From an optimization exercise on the open Yosys and OpenROAD flow, aimed at small area; shortcuts taken in it are not production practice. The RTL was checked by simulation tests, not by an equivalence proof against the original design. Power is estimated from default activity; no workload was simulated.

==> flow/design.v, too long to show whole: its modules and the start of the top module <==
// module quarterwave_table: 77 lines
// module quarterwave_generator: 43 lines
// module rca: 18 lines
// module csa3: 12 lines
// module sigma_delta_modulator: 25 lines
// module sched_rom: 51 lines
// module mac_unit: 773 lines
// module sd_dac_top: 88 lines
module sd_dac_top (
    input               clk,
    input               rst_n,
    input               tone_en,
    input        [31:0] phase_increment,
    input signed [15:0] sample_in,
    output              sample_strobe,
    output              output_pdm_p,
    output              output_pdm_n
);
  // ...
==> flow/run.sh <==
#!/bin/bash
# synth_recipe.tcl (not shown) runs the flow's synth.tcl, then flattens the netlist and writes it again
# the make line also repeats each setting of config.mk as NAME=value (left out here)
make -C /OpenROAD-flow-scripts/flow DESIGN_CONFIG=/design/flow/config.mk WORK_HOME=/design/flow/orfs CLKGATE_MAP_FILE= SYNTH_SCRIPT=/design/flow/synth_recipe.tcl finish
==> flow/config.mk <==
export PLATFORM = sky130hd
export DESIGN_NAME = sd_dac_top
export DESIGN_NICKNAME = sd_dac_top
export VERILOG_FILES = /design/flow/design.v
export SDC_FILE = /design/flow/constraint.sdc
export NUM_CORES = 8
export LEC_CHECK = 0
export CAP_MARGIN = 30
export CORE_MARGIN = 2
export CORE_UTILIZATION = 40
export CTS_BUF_LIST = sky130_fd_sc_hd__clkbuf_16
export CTS_CLUSTER_DIAMETER = 100
export CTS_CLUSTER_SIZE = 25
export GPL_TIMING_DRIVEN = 0
export SLEW_MARGIN = 30
==> flow/constraint.sdc <==
create_clock -name core_clock -period 15.0 [get_ports {clk}]
set_input_delay 3.0000 -clock core_clock [delete_from_list [all_inputs] [get_ports {clk}]]
set_output_delay 3.0000 -clock core_clock [all_outputs]
set_load 0.01 [all_outputs]
==> impl_metrics.tcl, run 1 <==
set metrics [dict create \
    antenna_cells 2 \
    synthAdderAreaFrac 0.165 \
    rows 142 \
    core_sq_mm 0.150 \
    gr-usage-met2 0.392 \
    finalSetupTns_ns 0 \
    syn_area_sq_mm 0.0602 \
    min_from "rm[90]$_DFF_P_" \
    critical_path_cell_count 36 \
    layout_commonest_cell "dfxtp_1" \
    crit_path_frequent_cell "fa_2" \
    finalPower_mw 6.96 \
    comb_cell_power_mw 0.297 \
    outcome "complete, no violations" \
    hold_viol 0 \
    synth_cell_types 93 \
    swShare 0.216 \
    nonClkBufAreaFrac 0.0313 \
    ff_latch_area_sq_mm 0.0336 \
    syn_inst 4938 \
    dp_hpwl_mm 148 \
    wirelength_met1_mm 86.2 \
    max_slew_margin 0.271 \
    cts_hold_buf 0 \
    power_frac_comb 0.043 \
    hold_path_end "rm[111]$_DFF_P_" \
    seq_power_mw 4.29 \
    synth_compound_area_frac 0.0973 \
    timing.final.crit_share 0.975 \
    multi_input_area_sq_mm 0.0243 \
    initial_core_util 0.402 \
    drive_gt1_frac 0.0632 \
    required_ns 15.61 \
    post_cts_resized 4 \
    worstMarginPinSlew_ns 1.09 \
    path_delay_family "adder cells" \
    regMostFlops "r1" \
    num-nonclk-inverters 284 \
    die_h_um 392 \
    fillCellCount 14000 \
    r2r_slack_ns 0.99 \
    grt-ovfl-total 0 \
    synth_top_family_by_area "adder cells" \
    critPathKind "in -> reg" \
]
==> module sched_rom, before the edit <==
module sched_rom (
    input  wire [6:0]  N,
    output wire [7:0]  xs,      
    output wire        x8,      
    output wire [1:0]  ms,      
    output wire        mf,      
    output wire        mt,      
    output wire        m2s,     
    output wire        isH,     
    output wire        isS,     
    output wire        first,   
    output wire [18:0] coef     
);
    wire [127:0] onehot = 128'd1 << N;
    assign xs[0] = |(onehot & 128'h20020410c00001000200008308000000);
    assign xs[1] = |(onehot & 128'h0c180104000000000020002000000400);
    assign xs[2] = |(onehot & 128'h00000040208880610008080880000012);
    assign xs[3] = |(onehot & 128'h00008200006010880004000040000000);
    assign xs[4] = |(onehot & 128'h00000088000000000081060010000080);
    assign xs[5] = |(onehot & 128'h00c00020000002004500010000000000);
    assign xs[6] = |(onehot & 128'h10004000000004000040001000008000);
    assign xs[7] = |(onehot & 128'h80200000100040123002000005d22b68);
    assign x8 = |(onehot & 128'h00000002080000000000000000000000);
    assign ms[0] = |(onehot & 128'h42050540000000008000050000000000);
    assign ms[1] = |(onehot & 128'h000002a100102800000080b800081000);
    assign mf = |(onehot & 128'h000007e000000000000005b800000000);
    assign mt = |(onehot & 128'h42050001001028008000800000081000);
    assign m2s = |(onehot & 128'h01003800070700040810700420254005);
    assign isH = |(onehot & 128'hbc7a401af8e897fb73aa0a01d5d0a7fa);
    assign isS = |(onehot & 128'h4385bfe5071768048c55f5be282f5805);
    assign first = |(onehot & 128'h80800820001008000010100800080800);
    assign coef[0] = |(onehot & 128'h7717ee7f2d5fbe077effe69a286f69fd);
    assign coef[1] = |(onehot & 128'h356cc1df98e303637b93852280d9e489);
    assign coef[2] = |(onehot & 128'h32240ad3ac6a982050fb442a30c26513);
    assign coef[3] = |(onehot & 128'hcb3badfe8db5ae9d0dcce7b0ecbf8b7c);
    assign coef[4] = |(onehot & 128'h516ba28659f5237c4c06a0289d2d8e2e);
    assign coef[5] = |(onehot & 128'h36624b20d4681bd85142498971d2202a);
    assign coef[6] = |(onehot & 128'h039b9c1ce6ddd95dabe6d014a99f9074);
    assign coef[7] = |(onehot & 128'hbb798a8edcb58a05594cc829bd9f835e);
    assign coef[8] = |(onehot & 128'h427b2f2a1db42e9f264c6398fc268bee);
    assign coef[9] = |(onehot & 128'h2488559042c8d09a918a1134d1109192);
    assign coef[10] = |(onehot & 128'h883a04b208e89600018a02b08050a178);
    assign coef[11] = |(onehot & 128'h880e07d9c0c28341019b0d3b91d0e13b);
    assign coef[12] = |(onehot & 128'h8f16cec504cb1b5a095bcc3b301bc1eb);
    assign coef[13] = |(onehot & 128'hafd4df9596cb5f58bbdbd33e30dbf14b);
    assign coef[14] = |(onehot & 128'h8f54cf471c838b5a0959c51a305be1db);
    assign coef[15] = |(onehot & 128'haa460d0194c20b5a335b411230d2e1ab);
    assign coef[16] = |(onehot & 128'h8a540d535cc20b5a23db45123152e1cb);
    assign coef[17] = |(onehot & 128'h02560f5114c20b5a23db451a3052e1eb);
    assign coef[18] = |(onehot & 128'h22560d5114c20b5a33db45123052e1eb);
endmodule
==> module sd_dac_top, before the edit <==
module sd_dac_top (
    input               clk,
    input               rst_n,
    input               tone_en,
    input        [31:0] phase_increment,
    input signed [15:0] sample_in,
    output              sample_strobe,
    output              output_pdm_p,
    output              output_pdm_n
);
    reg [6:0] N;
    reg clr;    
    wire [6:0] N_next;
    wire c_unused0;
    rca #(7) count (.a(N), .b(7'd0), .ci(1'b1), .s(N_next), .co(c_unused0));
    always @(posedge clk or negedge rst_n) begin
        if (!rst_n) begin N <= 7'd0; clr <= 1'b1; end
        else begin N <= N_next; if (N == 7'd127) clr <= 1'b0; end
    end
    assign sample_strobe = (N == 7'd127);
    wire [15:0] sine;
    quarterwave_generator nco (.clk(clk), .arst(rst_n), .ce(N == 7'd63), .phase_increment(phase_increment), .sinewave(sine));
    wire [15:0] xin = tone_en ? sine : sample_in;
    wire [7:0] xs;
    wire [1:0] ms;
    wire x8, mf, mt, m2s, isH, isS, first;
    wire [18:0] coef;
    wire isH_a, isS_a, first_a;
    wire [18:0] coef_a;
    sched_rom ctl (.N(N), .xs(xs), .x8(x8), .ms(ms), .mf(mf), .mt(mt), .m2s(m2s),
                   .isH(isH_a), .isS(isS_a), .first(first_a), .coef(coef_a));
    reg isH_r, isS_r, first_r;
    reg [18:0] coef_r;
    always @(posedge clk) begin isH_r <= isH_a; isS_r <= isS_a; first_r <= first_a; coef_r <= coef_a; end
    assign isH = isH_r; assign isS = isS_r; assign first = first_r; assign coef = coef_r;
    wire [20:0] rndH;     
    wire [19:0] rndM2;    
    wire [15:0] rndV;     
    reg [67*16-1:0] r1;
    always @(posedge clk) r1 <= {r1[66*16-1:0], (N == 7'd127) ? xin : (clr ? 16'd0 : r1[67*16-1:66*16])};
    reg [7*21-1:0] rm;
    always @(posedge clk) rm <= {rm[6*21-1:0], clr ? 21'd0 : (N == 7'd127) ? rndH : rm[7*21-1:6*21]};
    reg [3*20-1:0] rm2;
    always @(posedge clk) rm2 <= {rm2[2*20-1:0], clr ? 20'd0 : (N == 7'd44 || N == 7'd108) ? rndM2 : rm2[3*20-1:2*20]};
    wire [15:0] xr = ({16{xs[0]}} & r1[0*16 +: 16]) | ({16{xs[1]}} & r1[4*16 +: 16]) | ({16{xs[2]}} & r1[8*16 +: 16]) | ({16{xs[3]}} & r1[17*16 +: 16]) | ({16{xs[4]}} & r1[21*16 +: 16]) | ({16{xs[5]}} & r1[25*16 +: 16]) | ({16{xs[6]}} & r1[27*16 +: 16]) | ({16{xs[7]}} & r1[51*16 +: 16]);
    wire [15:0] xr8 = {16{x8}} & r1[27*16 +: 16];
    wire [20:0] mr = ({21{ms[0]}} & rm[1*21 +: 21]) | ({21{ms[1]}} & rm[6*21 +: 21]);
    wire [19:0] m2r = rm2[0*20 +: 20];
    wire [21:0] opx = {{6{xr[15]}}, xr} | {{3{xr8[15]}}, xr8, 3'b000};
    wire [21:0] opy = ({22{mf}} & {mr[20], mr}) | ({22{mt}} & {{2{mr[19]}}, mr[19:0]}) | ({22{m2s}} & {{2{m2r[19]}}, m2r});
    wire [21:0] dsum;
    wire c_unused1;
    rca #(22) preadd (.a(opx), .b(opy), .ci(1'b0), .s(dsum), .co(c_unused1));
    reg [21:0] dat;
    always @(posedge clk) dat <= dsum;
    wire [40:0] accH;
    wire [37:0] accS;
    wire cpH, cpS;
    mac_unit mac (.clk(clk), .isH(isH), .isS(isS), .first(first), .coef(coef), .dat(dat),
                  .accH(accH), .cpH(cpH), .accS(accS), .cpS(cpS));
    wire rcH = accH[19] & ((accH[20] ^ cpH) | (|accH[18:0]));
    wire c_unused2, c_unused3, c_unused4;
    rca #(21) roundH (.a(accH[40:20]), .b({20'd0, cpH}), .ci(rcH), .s(rndH), .co(c_unused2));
    wire rcS2 = accS[17] & (accS[18] | (|accS[16:0]));
    rca #(20) roundM2 (.a(accS[37:18]), .b({17'd0, cpS, 2'b00}), .ci(rcS2), .s(rndM2), .co(c_unused3));
    wire rcS1 = accS[14] & (accS[15] | (|accS[13:0]));
    wire [16:0] rv;
    rca #(17) roundV (.a(accS[31:15]), .b({11'd0, cpS, 5'd0}), .ci(rcS1), .s(rv), .co(c_unused4));
    assign rndV = rv[16:1];
    reg [15:0] v0, v1, v2;
    always @(posedge clk) begin
        if (N[3:0] == 4'd4) begin v0 <= clr ? 16'd0 : rndV; v1 <= v0; v2 <= v1; end
    end
    reg [15:0] cic;
    wire g_new = (N[3:0] == 4'd4);
    wire g_01  = (N[3:0] == 4'd8);
    wire g_dbl = (N[1:0] == 2'd0) & ~g_new & ~g_01;
    wire [15:0] dp = g_new ? rndV : g_dbl ? {v0[14:0], 1'b0} : v0;
    wire [15:0] dq = g_new ? v1 : g_dbl ? {v1[14:0], 1'b0} : v2;
    wire [15:0] cic_next;
    csa3 #(16) cic_add (.a(cic), .b(dp), .c(~dq), .ci(1'b1), .s(cic_next));
    always @(posedge clk or negedge rst_n) begin
        if (!rst_n) cic <= 16'd0;
        else if (N[1:0] == 2'd0 && !clr) cic <= cic_next;
    end
    sigma_delta_modulator sdm (.clk(clk), .rst_n(rst_n), .in(cic), .out(output_pdm_p));
    assign output_pdm_n = ~output_pdm_p;
endmodule
==> inputs of run 2 (changes only) <==
--- a/flow/design.v
+++ b/flow/design.v
@@ -179,17 +179,17 @@
     output wire        x8,      
     output wire [1:0]  ms,      
     output wire        mf,      
     output wire        mt,      
     output wire        m2s,     
     output wire        isH,     
     output wire        isS,     
     output wire        first,   
-    output wire [18:0] coef     
+    output wire [5:0]  cidx     
 );
     wire [127:0] onehot = 128'd1 << N;
     assign xs[0] = |(onehot & 128'h20020410c00001000200008308000000);
     assign xs[1] = |(onehot & 128'h0c180104000000000020002000000400);
     assign xs[2] = |(onehot & 128'h00000040208880610008080880000012);
     assign xs[3] = |(onehot & 128'h00008200006010880004000040000000);
     assign xs[4] = |(onehot & 128'h00000088000000000081060010000080);
     assign xs[5] = |(onehot & 128'h00c00020000002004500010000000000);
@@ -199,50 +199,89 @@
     assign ms[0] = |(onehot & 128'h42050540000000008000050000000000);
     assign ms[1] = |(onehot & 128'h000002a100102800000080b800081000);
     assign mf = |(onehot & 128'h000007e000000000000005b800000000);
     assign mt = |(onehot & 128'h42050001001028008000800000081000);
     assign m2s = |(onehot & 128'h01003800070700040810700420254005);
     assign isH = |(onehot & 128'hbc7a401af8e897fb73aa0a01d5d0a7fa);
     assign isS = |(onehot & 128'h4385bfe5071768048c55f5be282f5805);
     assign first = |(onehot & 128'h80800820001008000010100800080800);
-    assign coef[0] = |(onehot & 128'h7717ee7f2d5fbe077effe69a286f69fd);
-    assign coef[1] = |(onehot & 128'h356cc1df98e303637b93852280d9e489);
-    assign coef[2] = |(onehot & 128'h32240ad3ac6a982050fb442a30c26513);
-    assign coef[3] = |(onehot & 128'hcb3badfe8db5ae9d0dcce7b0ecbf8b7c);
-    assign coef[4] = |(onehot & 128'h516ba28659f5237c4c06a0289d2d8e2e);
-    assign coef[5] = |(onehot & 128'h36624b20d4681bd85142498971d2202a);
-    assign coef[6] = |(onehot & 128'h039b9c1ce6ddd95dabe6d014a99f9074);
-    assign coef[7] = |(onehot & 128'hbb798a8edcb58a05594cc829bd9f835e);
-    assign coef[8] = |(onehot & 128'h427b2f2a1db42e9f264c6398fc268bee);
-    assign coef[9] = |(onehot & 128'h2488559042c8d09a918a1134d1109192);
-    assign coef[10] = |(onehot & 128'h883a04b208e89600018a02b08050a178);
-    assign coef[11] = |(onehot & 128'h880e07d9c0c28341019b0d3b91d0e13b);
-    assign coef[12] = |(onehot & 128'h8f16cec504cb1b5a095bcc3b301bc1eb);
-    assign coef[13] = |(onehot & 128'hafd4df9596cb5f58bbdbd33e30dbf14b);
-    assign coef[14] = |(onehot & 128'h8f54cf471c838b5a0959c51a305be1db);
-    assign coef[15] = |(onehot & 128'haa460d0194c20b5a335b411230d2e1ab);
-    assign coef[16] = |(onehot & 128'h8a540d535cc20b5a23db45123152e1cb);
-    assign coef[17] = |(onehot & 128'h02560f5114c20b5a23db451a3052e1eb);
-    assign coef[18] = |(onehot & 128'h22560d5114c20b5a33db45123052e1eb);
+    assign cidx[0] = |(onehot & 128'hac6c4553386a163833b307129410460b);
+    assign cidx[1] = |(onehot & 128'h9da3d1bca2f5461dc9a693a408ddb02c);
+    assign cidx[2] = |(onehot & 128'h32380ff08468188251ca45b8f0d221c2);
+    assign cidx[3] = |(onehot & 128'he8e332a25b7c768694063aad5d241aae);
+    assign cidx[4] = |(onehot & 128'h02cc1989164a5d5b80535b27a0427081);
+    assign cidx[5] = |(onehot & 128'had12c256c80180003a80840801890070);
+endmodule
+module coef_rom (input wire [5:0] cidx, output reg [18:0] coef);
+    always @* begin
+        case (cidx)
+            6'd1: coef = 19'sd22;
+            6'd2: coef = -19'sd38;
+            6'd3: coef = 19'sd69;
+            6'd4: coef = -19'sd115;
+            6'd5: coef = -19'sd183;
+            6'd6: coef = 19'sd183;
+            6'd7: coef = -19'sd278;
+            6'd8: coef = 19'sd281;
+            6'd9: coef = 19'sd408;
+            6'd10: coef = 19'sd473;
+            6'd11: coef = -19'sd581;
+            6'd12: coef = 19'sd808;
+            6'd13: coef = -19'sd1100;
+            6'd14: coef = 19'sd1321;
+            6'd15: coef = 19'sd1470;
+            6'd16: coef = -19'sd1934;
+            6'd17: coef = -19'sd2041;
+            6'd18: coef = 19'sd2507;
+            6'd19: coef = -19'sd3208;
+            6'd20: coef = -19'sd3603;
+            6'd21: coef = 19'sd4058;
+            6'd22: coef = -19'sd5081;
+            6'd23: coef = -19'sd5334;
+            6'd24: coef = 19'sd6304;
+            6'd25: coef = -19'sd7758;
+            6'd26: coef = 19'sd8768;
+            6'd27: coef = 19'sd9481;
+            6'd28: coef = -19'sd11517;
+            6'd29: coef = 19'sd13925;
+            6'd30: coef = 19'sd16030;
+            6'd31: coef = -19'sd16777;
+            6'd32: coef = 19'sd20173;
+            6'd33: coef = -19'sd24253;
+            6'd34: coef = 19'sd28891;
+            6'd35: coef = 19'sd29219;
+            6'd36: coef = -19'sd35383;
+            6'd37: coef = -19'sd42993;
+            6'd38: coef = 19'sd43246;
+            6'd39: coef = -19'sd53681;
+            6'd40: coef = 19'sd68336;
+            6'd41: coef = 19'sd83359;
+            6'd42: coef = -19'sd90759;
+            6'd43: coef = 19'sd130184;
+            6'd44: coef = 19'sd162229;
+            6'd45: coef = -19'sd220505;
+            default: coef = 19'd0;
+        endcase
+    end
 endmodule
 module mac_unit (
     input  wire        clk,
     input  wire        isH,
     input  wire        isS,
     input  wire        first,
     input  wire [18:0] coef,
     input  wire [21:0] dat,
     output reg  [40:0] accH,
-    output reg         cpH,
+    output reg  [1:0]  cpH,
     output reg  [37:0] accS,
-    output reg         cpS
+    output reg  [1:0]  cpS
 );
     wire [40:0] acc_in = first ? 41'd0 : isH ? accH : {3'd0, accS};
-    wire        cp_in  = first ? 1'b0 : isH ? cpH : cpS;
+    wire [1:0]  cp_in  = first ? 2'd0 : isH ? cpH : cpS;
     wire [20:0] cb = {coef[18], coef, 1'b0};    
     wire [23:0] d  = {{2{dat[21]}}, dat};
     wire [9:0] neg, one, two;
     genvar i;
     generate
         for (i = 0; i < 10; i = i + 1) begin : digit
             assign neg[i] = cb[2*i+2] & ~(cb[2*i+1] & cb[2*i]);
             assign one[i] = cb[2*i+1] ^ cb[2*i];
@@ -983,23 +1022,25 @@
     assign t492 = (t409 & t334) | (t408 & (t409 ^ t334));
     assign t493 = t411 ^ t336 ^ t410;
     assign t494 = (t411 & t336) | (t410 & (t411 ^ t336));
     assign t495 = t413 ^ 1'b1 ^ t412;
     assign t496 = (t413 & 1'b1) | (t412 & (t413 ^ 1'b1));
     wire [40:0] ra = {t495, t493, t491, t489, t487, t485, t483, t481, t479, t477, t475, t473, t471, t469, t467, t465, t463, t461, t459, t457, t455, t453, t451, t449, t447, t445, t443, t441, t439, t437, t435, t433, t431, t429, t427, t425, t423, t421, t419, t417, t415};
     wire [40:0] rb = {t494, t492, t490, t488, t486, t484, t482, t480, t478, t476, t474, t472, t470, t468, t466, t464, t462, t460, t458, t456, t454, t452, t450, t448, t446, t444, t442, t440, t438, t436, t434, t432, t430, t428, t426, t424, t422, t420, t418, t416, neg[0]};
     wire [19:0] lo;
-    wire [20:0] hi;
-    wire        c20, c_unused;
-    rca #(20) add_lo (.a(ra[19:0]),  .b(rb[19:0]),  .ci(1'b0),  .s(lo), .co(c20));
-    rca #(21) add_hi (.a(ra[40:20]), .b(rb[40:20]), .ci(cp_in), .s(hi), .co(c_unused));
+    wire [9:0]  mid;
+    wire [10:0] hi;
+    wire        c20, c30, c_unused;
+    rca #(20) add_lo  (.a(ra[19:0]),  .b(rb[19:0]),  .ci(1'b0),     .s(lo),  .co(c20));
+    rca #(10) add_mid (.a(ra[29:20]), .b(rb[29:20]), .ci(cp_in[0]), .s(mid), .co(c30));
+    rca #(11) add_hi  (.a(ra[40:30]), .b(rb[40:30]), .ci(cp_in[1]), .s(hi),  .co(c_unused));
     always @(posedge clk) begin
-        if (isH) begin accH <= {hi, lo}; cpH <= c20; end
-        if (isS) begin accS <= {hi[17:0], lo}; cpS <= c20; end
+        if (isH) begin accH <= {hi, mid, lo}; cpH <= {c30, c20}; end
+        if (isS) begin accS <= {hi[7:0], mid, lo}; cpS <= {c30, c20}; end
     end
 endmodule
 module sd_dac_top (
     input               clk,
     input               rst_n,
     input               tone_en,
     input        [31:0] phase_increment,
     input signed [15:0] sample_in,
@@ -1020,23 +1061,24 @@
     wire [15:0] sine;
     quarterwave_generator nco (.clk(clk), .arst(rst_n), .ce(N == 7'd63), .phase_increment(phase_increment), .sinewave(sine));
     wire [15:0] xin = tone_en ? sine : sample_in;
     wire [7:0] xs;
     wire [1:0] ms;
     wire x8, mf, mt, m2s, isH, isS, first;
     wire [18:0] coef;
     wire isH_a, isS_a, first_a;
-    wire [18:0] coef_a;
+    wire [5:0] cidx_a;
     sched_rom ctl (.N(N), .xs(xs), .x8(x8), .ms(ms), .mf(mf), .mt(mt), .m2s(m2s),
-                   .isH(isH_a), .isS(isS_a), .first(first_a), .coef(coef_a));
+                   .isH(isH_a), .isS(isS_a), .first(first_a), .cidx(cidx_a));
     reg isH_r, isS_r, first_r;
-    reg [18:0] coef_r;
-    always @(posedge clk) begin isH_r <= isH_a; isS_r <= isS_a; first_r <= first_a; coef_r <= coef_a; end
-    assign isH = isH_r; assign isS = isS_r; assign first = first_r; assign coef = coef_r;
+    reg [5:0] cidx_r;
+    always @(posedge clk) begin isH_r <= isH_a; isS_r <= isS_a; first_r <= first_a; cidx_r <= cidx_a; end
+    assign isH = isH_r; assign isS = isS_r; assign first = first_r;
+    coef_rom crom (.cidx(cidx_r), .coef(coef));
     wire [20:0] rndH;     
     wire [19:0] rndM2;    
     wire [15:0] rndV;     
     reg [67*16-1:0] r1;
     always @(posedge clk) r1 <= {r1[66*16-1:0], (N == 7'd127) ? xin : (clr ? 16'd0 : r1[67*16-1:66*16])};
     reg [7*21-1:0] rm;
     always @(posedge clk) rm <= {rm[6*21-1:0], clr ? 21'd0 : (N == 7'd127) ? rndH : rm[7*21-1:6*21]};
     reg [3*20-1:0] rm2;
@@ -1049,39 +1091,41 @@
     wire [21:0] opy = ({22{mf}} & {mr[20], mr}) | ({22{mt}} & {{2{mr[19]}}, mr[19:0]}) | ({22{m2s}} & {{2{m2r[19]}}, m2r});
     wire [21:0] dsum;
     wire c_unused1;
     rca #(22) preadd (.a(opx), .b(opy), .ci(1'b0), .s(dsum), .co(c_unused1));
     reg [21:0] dat;
     always @(posedge clk) dat <= dsum;
     wire [40:0] accH;
     wire [37:0] accS;
-    wire cpH, cpS;
+    wire [1:0] cpH, cpS;
     mac_unit mac (.clk(clk), .isH(isH), .isS(isS), .first(first), .coef(coef), .dat(dat),
                   .accH(accH), .cpH(cpH), .accS(accS), .cpS(cpS));
-    wire rcH = accH[19] & ((accH[20] ^ cpH) | (|accH[18:0]));
+    wire rcH = accH[19] & ((accH[20] ^ cpH[0]) | (|accH[18:0]));
     wire c_unused2, c_unused3, c_unused4;
-    rca #(21) roundH (.a(accH[40:20]), .b({20'd0, cpH}), .ci(rcH), .s(rndH), .co(c_unused2));
+    rca #(21) roundH (.a(accH[40:20]), .b({10'd0, cpH[1], 9'd0, cpH[0]}), .ci(rcH), .s(rndH), .co(c_unused2));
     wire rcS2 = accS[17] & (accS[18] | (|accS[16:0]));
-    rca #(20) roundM2 (.a(accS[37:18]), .b({17'd0, cpS, 2'b00}), .ci(rcS2), .s(rndM2), .co(c_unused3));
+    rca #(20) roundM2 (.a(accS[37:18]), .b({7'd0, cpS[1], 9'd0, cpS[0], 2'b00}), .ci(rcS2), .s(rndM2), .co(c_unused3));
     wire rcS1 = accS[14] & (accS[15] | (|accS[13:0]));
     wire [16:0] rv;
-    rca #(17) roundV (.a(accS[31:15]), .b({11'd0, cpS, 5'd0}), .ci(rcS1), .s(rv), .co(c_unused4));
+    rca #(17) roundV (.a(accS[31:15]), .b({1'b0, cpS[1], 9'd0, cpS[0], 5'd0}), .ci(rcS1), .s(rv), .co(c_unused4));
     assign rndV = rv[16:1];
-    reg [15:0] v0, v1, v2;
+    reg [15:0] va, vb;
     always @(posedge clk) begin
-        if (N[3:0] == 4'd4) begin v0 <= clr ? 16'd0 : rndV; v1 <= v0; v2 <= v1; end
+        if (N[3:0] == 4'd4) begin va <= clr ? 16'd0 : rndV; vb <= va; end
     end
     reg [15:0] cic;
-    wire g_new = (N[3:0] == 4'd4);
-    wire g_01  = (N[3:0] == 4'd8);
-    wire g_dbl = (N[1:0] == 2'd0) & ~g_new & ~g_01;
-    wire [15:0] dp = g_new ? rndV : g_dbl ? {v0[14:0], 1'b0} : v0;
-    wire [15:0] dq = g_new ? v1 : g_dbl ? {v1[14:0], 1'b0} : v2;
+    wire g_new = (N[3:0] == 4'd4);      
+    wire g_abs = (N[3:0] == 4'd8);      
+    wire [15:0] va2 = {va[14:0], 1'b0};
+    wire [15:0] vb2 = {vb[14:0], 1'b0};
+    wire [15:0] opa = g_abs ? va2 : cic;
+    wire [15:0] opb = g_new ? rndV : g_abs ? {vb[13:0], 2'b00} : va2;
+    wire [15:0] opc = g_new ? ~vb : g_abs ? vb2 : ~vb2;
     wire [15:0] cic_next;
-    csa3 #(16) cic_add (.a(cic), .b(dp), .c(~dq), .ci(1'b1), .s(cic_next));
+    csa3 #(16) cic_add (.a(opa), .b(opb), .c(opc), .ci(~g_abs), .s(cic_next));
     always @(posedge clk or negedge rst_n) begin
         if (!rst_n) cic <= 16'd0;
         else if (N[1:0] == 2'd0 && !clr) cic <= cic_next;
     end
     sigma_delta_modulator sdm (.clk(clk), .rst_n(rst_n), .in(cic), .out(output_pdm_p));
     assign output_pdm_n = ~output_pdm_p;
 endmodule
==> run 2 against run 1 <==
Against the previous run: cell count decreased by 5.2%; sequential share of layout area rose by 0.68 points; via count fell by 9.1%; highest routed layer is now met4; largest power group unchanged; largest cell class unchanged.
==> impl_metrics.tcl, run 2 <==
set metrics [dict create \
    dr.pass1.iters 9 \
    cts_tree "yes" \
    cp_max_fo 2 \
    timing.final.crit_share 0.967 \
    grt-ovfl-total 0 \
    dp_hpwl_mm 117 \
    finalSetupTns_ns 0 \
    largestRegisters "r1 (1072), rm (147), rm2 (60)" \
    vias 35200 \
    cts_buffer_depth 3 \
    track_usage 0.210 \
    drtIter0Drc 3274 \
    async_flop_share 0.0683 \
    fin_nets 5438 \
    ys_warn_count 6 \
    crit_slowest_cell "fa_1" \
    setup_viol 0 \
    dieWidth_um 387 \
    clkTransAtPathRegs_ns 0.10 \
    ys_top_cells_by_area "dfxtp_1, fa_1, edfxtp_1, dfrtp_1, ha_1" \
    vias_per_cell 5.20 \
    slew_violations 0 \
    clock_sinks 1567 \
    drive_gt1_frac 0.0669 \
    grt_pass1_vias 35600 \
    io-pin-count 54 \
    antenna_cells 0 \
    required_ns 15.63 \
    wl_mm 158 \
    worstPathArrival_ns 15.13 \
    end_kind "flop" \
    synth_cell_types 95 \
    ys_ff_latch 1567 \
    wire_per_inst_um 23.4 \
    core_sq_mm 0.146 \
    finalPower_mw 6.92 \
    die_area_sq_mm 0.150 \
    fin_skew_ns 0.0599 \
    largest_register_ffs 1072 \
    layout_commonest_cell "dfxtp_1" \
    rows 140 \
    drcViolationCount 0 \
    outcome "complete, no violations" \
    cts_hold_buf 0 \
    antenna_found_initial 2 \
    synth_nets 5295 \
    crit_path_frequent_cell "fa_2" \
    worstMarginPinSlew_ns 1.06 \
    p_leak_nw 25.2 \
    numCtsBuffers 79 \
    synth_edf_count 122 \
    syn_area_sq_mm 0.0586 \
    slowest_delay_ns 0.43 \
    path_buf_inv 2 \
    power_density_mw_per_mm2 108 \
    critPathKind "in -> reg" \
    io_buffers 52 \
    peakVddDrop_uv 119 \
    initial_core_util 0.403 \
    regMostFlops "r1" \
    start_kind "input pin" \
    grt_max_degree 61 \
    grt_setup_unrepaired "no" \
    maxCapViolations 0 \
    synth_area_per_cell_sq_um 12.6 \
    yosysTopAreaCellShare 0.457 \
    yosys.cell_count.top_type "dfxtp_1" \
    yosysSeqAreaShare 0.565 \
    layout_common_cells "dfxtp_1, fa_1, inv_1" \
    post_cts_buffers 0 \
    place.gp.congestion 0.961 \
    syn2layout_area_growth_pct 9.59 \
    path_delay_family "adder cells" \
    htree_levels 3 \
    fmax_ghz 0.0690 \
    hold_viol 0 \
    max_slew_margin 0.290 \
    root_buffer "clkbuf_16" \
    grt_pass1_wl_mm 236 \
    syn_inst 4669 \
    period_minus_slack_ns 14.50 \
    yosys.area.top_type "dfxtp_1" \
    clock_latency_ns 0.74 \
    synth_commonest_cells "dfxtp_1, fa_1, inv_1" \
    synth_ff_type "dfxtp_1" \
    die_h_um 387 \
    drtAntennaViolNets 0 \
    hold_class "reg -> reg" \
]
run 2: report_power, final:
group          switching (mW)  internal, mW  total, mW
logic                   0.151         0.155      0.306
registers              0.0147          4.24       4.25
clock network            1.35          1.02       2.37
total                    1.52          5.41       6.92
run 2: area by class of cell:
class	count	area, sq um
tap	1917	2400
clock buffer	80	2000
multi-input combinational	2504	23200
timing repair buffer	62	659
fill	13400	81300
buffer	283	1240
sequential	1567	33100
clock inverter	32	429
inverter	315	1180
run 2: worst paths after layout:
check | slack [ns] | start | endpoint | depth (start not counted)
worst max-delay path | 0.50 | phase_increment[0] | nco.phase_accumulator[31]$_DFFE_PN0P_ | 36
worst min-delay path | 0.30 | r1[855]$_DFF_P_ | r1[871]$_DFF_P_ | 0
worst max register to register | 1.77 | N[2]$_DFF_PN0_ | dat[20]$_DFF_P_ | 33
worst min register to register | 0.30 | r1[855]$_DFF_P_ | r1[871]$_DFF_P_ | 0
max in group asynchronous | 12.15 | rst_n | clr$_DFFE_PN1P_ | 2
min in group asynchronous | 2.17 | rst_n | sdm.s1[17]$_DFF_PN0_ | 1
run 2: timing repair:
action / CTS / global route
setup endpoints to repair: 2 / 2
gates resized for setup: 2 / 7
pin swaps: 0 / 2
run 2: kinds of logic after synthesis:
group	after synthesis	share of synthesized area
fa+ha+maj	575	0.173
buf+inv	598	0.0412
flops	1567	0.565
mux	158	0.0281
compound gates	758	0.0886
other cells	1	0.0000639
xor+xnor	295	0.0441
simple gates	717	0.0603
run 2: layer usage:
metal | share of wire | vias up | GRT usage
met5 | 0 | - | 0
met4 | 0.037 | 0 | 0.0738
met3 | 0.071 | 312 | 0.0409
met2 | 0.45 | 1335 | 0.328
met1 | 0.44 | 17700 | 0.290
li1 | - | 15900 | -
run 2: stage by stage:
stage / util / instance area (sq um) / setup slack, ns / hold slack (ns) / std cells
6_report: 0.442 / 64300 / 0.499 / 0.295 / 6760
5_1_grt: 0.442 / 64300 / 0.00584 / 0.305 / 6760
4_1_cts: 0.441 / 64200 / 0.00649 / 0.300 / 6758
3_5_place_dp: 0.425 / 61800 / -0.876 / 0.312 / 6646
3_3_place_gp: 0.423 / 61600 / -0.818 / 0.310 / 6638
2_1_floorplan: - / 58700 / 0.0118 / 0.310 / 4669
==> inputs of run 3 (changes only) <==
==> flow/flow/run.sh (new file) <==
#!/bin/bash
# The standard layout, with one change: synthesis maps the logic with an area-oriented ABC
# script (flow/abc_area.script, selected by ABC_AREA=1 in config.mk) instead of ORFS's.
set -euo pipefail
W=$(pwd)
rm -rf "$W/scripts"
cp -r "$FLOW_HOME/scripts" "$W/scripts"
cp "$W/flow/abc_area.script" "$W/scripts/abc_area.script"
bash "$W/standard.sh" SCRIPTS_DIR="$W/scripts" finish > "$W/standard_flow.log" 2>&1
==> flow/flow/abc_area.script (new file) <==
strash
dch -f
map -a
mfs2
strash
dch -f
map -a
topo
==> flow/standard.sh (new file) <==
#!/bin/bash
# synth_recipe.tcl (not shown) runs the flow's synth.tcl, then flattens the netlist and writes it again
# the make line also repeats each setting of config.mk as NAME=value (left out here)
make -C /OpenROAD-flow-scripts/flow DESIGN_CONFIG=/design/flow/config.mk WORK_HOME=/design/flow/orfs CLKGATE_MAP_FILE= SYNTH_SCRIPT=/design/flow/synth_recipe.tcl "${@:-finish}"
--- a/flow/config.mk
+++ b/flow/config.mk
@@ -7,2 +7,3 @@
 export LEC_CHECK = 0
+export ABC_AREA = 1
 export CAP_MARGIN = 30
removed: flow/run.sh
==> run 3 against run 2 <==
Against the previous run: combinational power decreased by 13%; sequential power about the same; still clean on timing, DRC and antenna; flip-flop and latch count unchanged; clock-buffer cell count unchanged; setup slack got worse by 0.10 ns; non-clock buffer count decreased by 242; synthesized cell count increased by 1.1%; power decreased by 1.2%; design area decreased by 2.3%; first-iteration DRC count decreased by 15%.
==> impl_metrics.tcl, run 3 <==
set metrics [dict create \
    outcome "complete, no violations" \
    p_leak_nw 24.7 \
    drcViolationCount 0 \
    grt_use_met3 0.0318 \
    dr.pass1.iters 6 \
    grt_pass1_wl_mm 213 \
    syn2layout_area_growth_pct 11.5 \
    initial_core_util 0.403 \
    hold_class "reg -> reg" \
    grt-ovfl-total 0 \
    drive_gt1_frac 0.0487 \
    largestRegisters "r1 (1072), rm (147), rm2 (60)" \
    synth_nets 5347 \
    cts_tree "yes" \
    clkTransAtPathRegs_ns 0.10 \
    clock_latency_ns 0.72 \
    numCtsBuffers 78 \
    crit_slowest_cell "fa_1" \
    largest_register_ffs 1072 \
    dp_hpwl_mm 99.2 \
    yosysSeqAreaShare 0.588 \
    clock_sinks 1567 \
    slew_violations 0 \
    grt_pass1_vias 34800 \
    max_slew_margin 0.342 \
    hold_viol 0 \
    layout_common_cells "dfxtp_1, clkinv_1, nand2_1" \
    peakVddDrop_uv 125 \
    yosys.area.top_type "dfxtp_1" \
    gr-usage-met2 0.305 \
    use_met1 0.272 \
    setup_viol 0 \
    worstMarginPinSlew_ns 0.981 \
    fin_ws_ns 0.398 \
    ys_warn_count 6 \
    regMostFlops "r1" \
    hold_slack_ns 0.301 \
    drtIter0Drc 2794 \
    slowest_delay_ns 0.43 \
    io-pin-count 54 \
    place.gp.congestion 0.958 \
    required_ns 15.58 \
    start_kind "input pin" \
    stdcell_count 6809 \
    track_usage 0.194 \
    antenna_found_initial 1 \
    wire_per_inst_um 20.2 \
    wl_mm 137 \
    htree_levels 3 \
    vias_per_cell 5.04 \
    critPathKind "in -> reg" \
    syn_area_sq_mm 0.0563 \
    final_util 0.450 \
    maxCapViolations 0 \
    fin_skew_ns 0.0570 \
    end_kind "flop" \
    yosys.cell_count.top_type "dfxtp_1" \
    drtAntennaViolNets 0 \
    ys_top_cells_by_area "dfxtp_1, fa_1, edfxtp_1, dfrtp_1, ha_1" \
    die_area_sq_mm 0.144 \
    vias 34300 \
    worstPathArrival_ns 15.18 \
    synth_area_per_cell_sq_um 11.9 \
    crit_path_frequent_cell "fa_2" \
    ff_latch_area_sq_mm 0.0331 \
    cts_buffer_depth 3 \
    fin_nets 5530 \
    async_flop_share 0.0683 \
    layout_commonest_cell "dfxtp_1" \
    pre_cts_ws_ns -0.841 \
    fmax_ghz 0.0685 \
    die_h_um 379 \
    core_sq_mm 0.140 \
    gr-max-usage-layer "met2" \
    grt_max_degree 78 \
    io_buffers 53 \
    cp_max_fo 3 \
    synth_edf_count 122 \
    place_inst 6698 \
    ys_ff_latch 1567 \
    period_minus_slack_ns 14.60 \
    power_density_mw_per_mm2 109 \
    synth_commonest_cells "dfxtp_1, clkinv_1, nand2_1" \
    root_buffer "clkbuf_16" \
    yosysTopAreaCellShare 0.476 \
    syn_inst 4721 \
    synth_cell_types 42 \
    dieWidth_um 379 \
    fillCellCount 13000 \
    timing.final.crit_share 0.973 \
    rows 137 \
    synth_ff_type "dfxtp_1" \
    multi_input_area_sq_mm 0.0214 \
]
## run 3: cell count changes after synthesis, sizes merged, moves of 53 or more
cell / before / now
a22oi: 200 / 57
clkbuf: 175 / 0
clkinv: 3 / 569
mux2i: 105 / 1
o22ai: 14 / 232
xnor2: 136 / 30
buf: 108 / 0
mux2: 53 / 0
o21ai: 135 / 230
nand2: 260 / 410
nor2: 155 / 370
inv: 312 / 0
xor2: 159 / 222
## run 3: cells by family after synthesis
kind of cell,after synthesis,synth area share
AOI/OAI and AO/OA,818,0.0860
xor gates and xnor gates,252,0.0392
adders and majority gates,575,0.180
buffers and inverters,569,0.0379
DFF,1567,0.588
muxes,1,0.000178
other,1,0.0000666
and+or+nand+nor,938,0.0681
## run 3: through the flow
| step | area (sq um) | power (mW) | setup TNS [ns] |
|---|---|---|---|
| 6_report | 62800 | 6.84 | 0 |
| 5_1_grt | 62800 | 7.13 | -0.00446 |
| 4_1_cts | 62700 | 6.94 | 0 |
| 3_3_place_gp | 59200 | 4.60 | -15.43 |
| 2_1_floorplan | 56300 | 4.54 | 0 |
| 3_5_place_dp | 60400 | 4.63 | -1.55 |
## run 3: layer usage
metal,vias up,wire length [um]
met3,279,7990
li1,15900,-
met5,-,0
met2,1086,62100
met4,0,4800
met1,17100,62500
## run 3: where the power goes
group	switching (mW)	leakage [nW]	internal, mW
Sequential	0.0169	13.2	4.24
Clock	1.32	1.17	1.00
Combinational	0.134	10.4	0.131
Total	1.47	24.7	5.37
## run 3: repair_timing
| action | in CTS | in global routing |
|---|---|---|
| hold buffers | 0 | 0 |
| gates cloned | 0 | 0 |
| setup endpoints to repair | 1 | 2 |
| pin swaps | 1 | 1 |
| setup buffers | 0 | 2 |
| gates resized for setup | 3 | 5 |
## run 3: final timing paths
| kind | start | to | slack [ns] | depth (start not counted) |
|---|---|---|---|---|
| max in group asynchronous | rst_n | nco.sine_negate[0]$_DFFE_PN0P_ | 12.12 | 2 |
| min in group asynchronous | rst_n | sdm.w1[18]$_DFF_PN0_ | 2.16 | 1 |
| hold / removal | rm2[33]$_DFF_P_ | rm2[53]$_DFF_P_ | 0.30 | 0 |
| setup reg to reg | N[0]$_DFF_PN0_ | dat[20]$_DFF_P_ | 2.01 | 36 |
| setup / recovery | phase_increment[0] | nco.phase_accumulator[31]$_DFFE_PN0P_ | 0.40 | 36 |
| hold reg to reg | rm2[33]$_DFF_P_ | rm2[53]$_DFF_P_ | 0.30 | 0 |
## run 3: critical path, delay by kind of cell
family	cells	cell delay, ns
AND/OR/NAND/NOR	1	0.09
adder cells (fa/ha/maj)	30	11.19
buffers and inverters	2	0.47
AO/OA/AOI/OAI	1	0.11
XOR/XNOR	2	0.32
## run 3: layout make-up
type	instances	area share
Clock inverter	27	0.00578
Timing Repair Buffer	103	0.0221
Multi-Input combinational cell	2585	0.341
Tap cell	1876	0.0374
Sequential cell	1567	0.528
Antenna cell	2	0.0000797
Inverter	569	0.0342
Clock buffer	80	0.0319

[afterwards: timing with drivers on the ports]
The flow's constraints put no driver on any port. The routed layouts listed below were extracted and timed again, unchanged, in two steps. Step 1, drivers: a clkbuf_16 drives clk and a buf_2 each remaining input, both assumed. Step 2, shift: input delay + t, output delay - t, t = (earliest + latest rising clock arrival at the registers) / 2. This alone moves slack from input paths to output paths. a / b / c = ideal ports / drivers / drivers and shift; a / b = the first two.
run | t (ns) | setup slack, ns | clock arrival spread, ns | slew at the worst register clock pin (ns)
run 1 | 0.787 | 0.373 / 0.421 / -0.366 | 0.036 / 0.036 | 0.10 / 0.10
run 2 | 0.772 | 0.499 / 0.533 / -0.239 | 0.070 / 0.070 | 0.10 / 0.10
run 3 | 0.762 | 0.398 / 0.438 / -0.324 | 0.060 / 0.060 | 0.11 / 0.11
Met with ideal ports but missed after step 2: setup timing in every run listed. The setup slack of run 1, which loses most, moves by +0.048 ns with the drivers and by -0.739 ns with both steps.
